Source: an optimization exercise on an open RTL-to-GDS flow (aim: small area). Production flows keep margins and buffers that such runs may drop.
In this exercise RTL edits were held to simulation tests only and were not proved equivalent to the original.

==> 04-28: inputs <==
// udp_ip_mac_top
module udp_ip_mac_top #(
    parameter       LOCAL_MAC = 48'h3C_2B_1A_09_4D_5E,
    parameter       LOCAL_IP  = 32'hC0_A8_01_6E,
    parameter       LOCL_PORT = 16'hF0F0,
    parameter       DEST_MAC  = 48'h04_D9_F5_89_43_66,
    parameter       DEST_IP   = 32'hC0_A8_01_69,
    parameter       DEST_PORT = 16'hA0A0 
)(
    input           rgmii_clk,
    input           rstn,
    input           app_data_in_valid,
    input   [7:0]   app_data_in,      
    input   [15:0]  app_data_length,    
    input           app_data_request, 
    output          udp_send_ack,   
    input           arp_req,
    output          arp_found,
    output          mac_not_exist,
    output          mac_send_end,
    output  [7:0]   udp_rec_rdata ,       
    output  [15:0]  udp_rec_data_length,      
    output          udp_rec_data_valid,        
    output          mac_data_valid,
    output  [7:0]   mac_tx_data,   
  ...
==> flow/config.mk <==
export PLATFORM = sky130hd
export DESIGN_NAME = udp_ip_mac_top
export DESIGN_NICKNAME = udp_ip_mac_top
export VERILOG_FILES = /design/flow/design.v
export SDC_FILE = /design/flow/constraint.sdc
export NUM_CORES = 4
export LEC_CHECK = 0
export CAP_MARGIN = 20
export CORE_MARGIN = 2
export CORE_UTILIZATION = 40
export PLACE_DENSITY = 0.6
export SLEW_MARGIN = 20
==> flow/constraint.sdc <==
create_clock -name core_clock -period 8.0 [get_ports {rgmii_clk}]
set_input_delay 1.6000 -clock core_clock [delete_from_list [all_inputs] [get_ports {rgmii_clk}]]
set_output_delay 1.6000 -clock core_clock [all_outputs]
set_load 0.01 [all_outputs]
run.sh (not shown) runs the stock make flow with config.mk's settings and CLKGATE_MAP_FILE= SYNTH_SCRIPT=/design/flow/synth_recipe.tcl, a recipe that flattens the netlist after the stock synthesis.
==> inputs of 05-22, as changes to 04-28 <==
--- a/flow/design.v
+++ b/flow/design.v
@@ -1478,57 +1478,44 @@
         .mac_rec_error          (  mac_rec_error         ), 
         .mac_rx_dest_mac_addr   (  mac_rx_dest_mac_addr  ), 
         .mac_rx_sour_mac_addr   (  mac_rx_sour_mac_addr  )  
     );
 endmodule
 `timescale 1ns / 1ps
 module icmp_rx_ram_8_256 (
-    input         clk,
-    input         wr_en,
-    input         wr_first,    
     input  [7:0]  wr_data,
-    input         rd_start,    
-    output [7:0]  rd_data      
+    input  [10:0] wr_addr,
+    input         wr_en,
+    input         wr_clk,
+    input         wr_rst,
+    output reg [7:0] rd_data,
+    input  [10:0] rd_addr,
+    input         rd_clk,
+    input         rd_rst
 );
-    reg [7:0] ring [0:255];
-    reg [7:0] pos0;            
-    reg [4:0] csel;
-    reg [2:0] ksel;
-    reg [7:0] dly [1:7];
-    wire [7:0] pstart = pos0 + 8'd9;
-    integer i;
-    always @(posedge clk)
+    reg [7:0] mem [0:255];
+    reg [7:0] rd_data_0;
+    always @(posedge wr_clk)
     begin
-        ring[0] <= wr_en ? wr_data : ring[255];
-        for (i = 1; i < 256; i = i + 1)
-            ring[i] <= ring[i-1];
+        if (wr_en)
+            mem[wr_addr[7:0]] <= wr_data;
     end
-    always @(posedge clk)
+    always @(posedge rd_clk)
     begin
-        if (wr_en && wr_first)
-            pos0 <= 8'd0;
+        if (rd_rst)
+        begin
+            rd_data_0 <= 8'd0;
+            rd_data   <= 8'd0;
+        end
         else
-            pos0 <= pos0 + 8'd1;
-    end
-    always @(posedge clk)
-    begin
-        if (rd_start)
         begin
-            csel <= pstart[7:3];
-            ksel <= pstart[2:0];
+            rd_data_0 <= mem[rd_addr[7:0]];
+            rd_data   <= rd_data_0;
         end
     end
-    wire [7:0] tap = ring[{csel, 3'b000}];
-    always @(posedge clk)
-    begin
-        dly[1] <= tap;
-        for (i = 2; i < 8; i = i + 1)
-            dly[i] <= dly[i-1];
-    end
-    assign rd_data = (ksel == 3'd0) ? tap : dly[ksel];
 endmodule
 `timescale 1ns / 1ps
 module icmp(
     input                  clk,
     input                  rstn,
     input                  mac_send_end,
     input                  ip_tx_ack,
@@ -1546,19 +1533,21 @@
     localparam ECHO_REPLY   = 8'h00 ;
     reg  [15:0]             icmp_rx_cnt ;
     reg                     icmp_rx_end ;
     reg                     icmp_checksum_error ;      
     reg                     icmp_type_error ;          
     reg  [15:0]             icmp_data_length ;         
     reg  [15:0]             icmp_data_length_1d ;
+    reg  [10:0]             icmp_rec_ram_read_addr ;   
     wire [7:0]              icmp_rec_ram_rdata ;       
     reg  [7:0]              icmp_code  ;               
     reg  [15:0]             icmp_id  ;                 
     reg  [15:0]             icmp_seq ;                 
     reg                     checksum_finish ;          
+    reg [10:0]              ram_write_addr ;           
     reg                     ram_wr_en ;                
     reg                     icmp_rev_error_1d ;
     reg  [15:0]             timeout ;                  
     reg  [7:0]              icmp_rx_data_1d ;          
     reg                     mac_send_end_1d ;
     parameter IDLE             =  12'b00000_0000_001  ;
     parameter REC_DATA         =  12'b00000_0000_010  ;
@@ -1709,14 +1698,23 @@
         end
         else
             ram_wr_en <=  1'b0 ;
     end
     always @(posedge clk)
     begin
         if (~rstn)
+            ram_write_addr <=  11'b0 ;
+        else if (state == REC_DATA  || state == REC_ODD_DATA)
+            ram_write_addr <=  icmp_rx_cnt - 8 ;
+        else
+            ram_write_addr <=  11'b0 ;
+    end
+    always @(posedge clk)
+    begin
+        if (~rstn)
             timeout <= 16'd0 ;
         else if (state == SEND_WAIT_1)
             timeout <= timeout + 1'b1 ;
         else
             timeout <= 16'd0 ;
     end
     always @(posedge clk)
@@ -1779,29 +1777,33 @@
         if (~rstn)
             icmp_seq <= 16'd0 ;
         else if (state == REC_DATA && icmp_rx_cnt == 16'd6)
             icmp_seq[15:8] <= icmp_rx_data ;
         else if (state == REC_DATA && icmp_rx_cnt == 16'd7)
             icmp_seq[7:0] <= icmp_rx_data ;
     end
-    reg ram_wr_first ;
     always @(posedge clk)
     begin
         if (~rstn)
-            ram_wr_first <= 1'b0 ;
+            icmp_rec_ram_read_addr <= 11'd0 ;
+        else if (state == SEND && icmp_rx_cnt > 5)
+            icmp_rec_ram_read_addr <= icmp_rx_cnt - 6 ;
         else
-            ram_wr_first <= (icmp_rx_cnt[7:0] == 8'd8) ;
+            icmp_rec_ram_read_addr <= 11'd0 ;
     end
-    icmp_rx_ram_8_256 icmp_receive_ram(
-        .clk      (  clk                          ),
-        .wr_en    (  ram_wr_en                    ),
-        .wr_first (  ram_wr_first                 ),
-        .wr_data  (  icmp_rx_data_1d              ),
-        .rd_start (  state == SEND && icmp_rx_cnt == 16'd0 ),
-        .rd_data  (  icmp_rec_ram_rdata           )
+    icmp_rx_ram_8_256 icmp_receive_ram(		 
+        .wr_data        (  icmp_rx_data_1d         ), 
+        .wr_addr        (  ram_write_addr          ), 
+        .wr_en          (  ram_wr_en               ), 
+        .wr_clk         (  clk                     ), 
+        .wr_rst         (  ~rstn                   ), 
+        .rd_addr        (  icmp_rec_ram_read_addr  ), 
+        .rd_data        (  icmp_rec_ram_rdata      ), 
+        .rd_clk         (  clk                     ), 
+        .rd_rst         (  ~rstn                   )  
     );
     reg  [31:0] checksum_tmp ;
     reg  [31:0] checksum_buf ;
     reg  [31:0] check_out ;
     reg  [31:0] checkout_buf ;
     wire [15:0] checksum ;
     reg  [2:0]  checksum_cnt ;
==> implementation parameters <==
Parameter                              Value

Yosys
  Cell with the most instances after synthesis    sky130_fd_sc_hd__edfxtp_1

Worst setup path
  Beginning of the worst register-to-register path    ip_layer.icmp.icmp_rec_ram_read_addr[1]
  Critical path arrival    5.29 ns

STA
  Clock Skews    0.0911 ns

Die
  Die Span Y    647 um

Outcome
  Run status  timing/DRC/antenna clean
-- figures above: 05-22

==> implementation parameters <==
Parameter                              Value

Worst setup path
  Beginning of the worst register-to-register path    arp_mac_top_U1.mac_layer.mac_rx.mac_rx_data_3d[3]
  Critical path arrival    2.42 ns

Outcome
  Run status  timing/DRC/antenna clean

Final layout
  Non-clock buffer share of cell area    1.11%
  Most frequent cells in the layout    sky130_fd_sc_hd__dfxtp_1 (3867), sky130_fd_sc_hd__nor2_1 (1345), sky130_fd_sc_hd__nand2_1 (1021), sky130_fd_sc_hd__a21oi_1 (638), sky130_fd_sc_hd__o21ai_0 (406)

Yosys
  Cell with the most instances after synthesis    sky130_fd_sc_hd__dfxtp_1

Die
  Die Span Y    574 um
-- figures above: 04-28

static timing again, ports no longer ideal:
In the flow no input, the clock included, has a driving cell. The finished layouts below were timed again as built, in two steps. Step 1: set_driving_cell puts a clkbuf_16 on rgmii_clk and a buf_2 on each other input, an assumption about the parent block. Step 2, shift: input delay + t, output delay - t, t = (earliest + latest rising clock arrival at the registers) / 2. This alone moves slack from input paths to output paths. Three values: ideal ports, drivers, drivers and shift; two values: the first two.
run | shift t [ns] | slack for setup (ns) | worst hold slack (ns) | latest minus earliest clock arrival (ns) | worst data-port slew with drivers (ns)
04-28 | 1.026 | 3.981 / 3.882 / 3.522 | 0.277 / 0.277 / 0.277 | 0.082 / 0.083 | 0.14
05-22 | 1.065 | 3.582 / 3.582 / 3.182 | 0.309 / 0.309 / 0.309 | 0.094 / 0.094 | 0.14
After both steps setup and hold are still met in every run listed. For 04-28, which loses most, drivers alone change the setup slack by -0.099 ns; drivers and shift together by -0.459 ns.
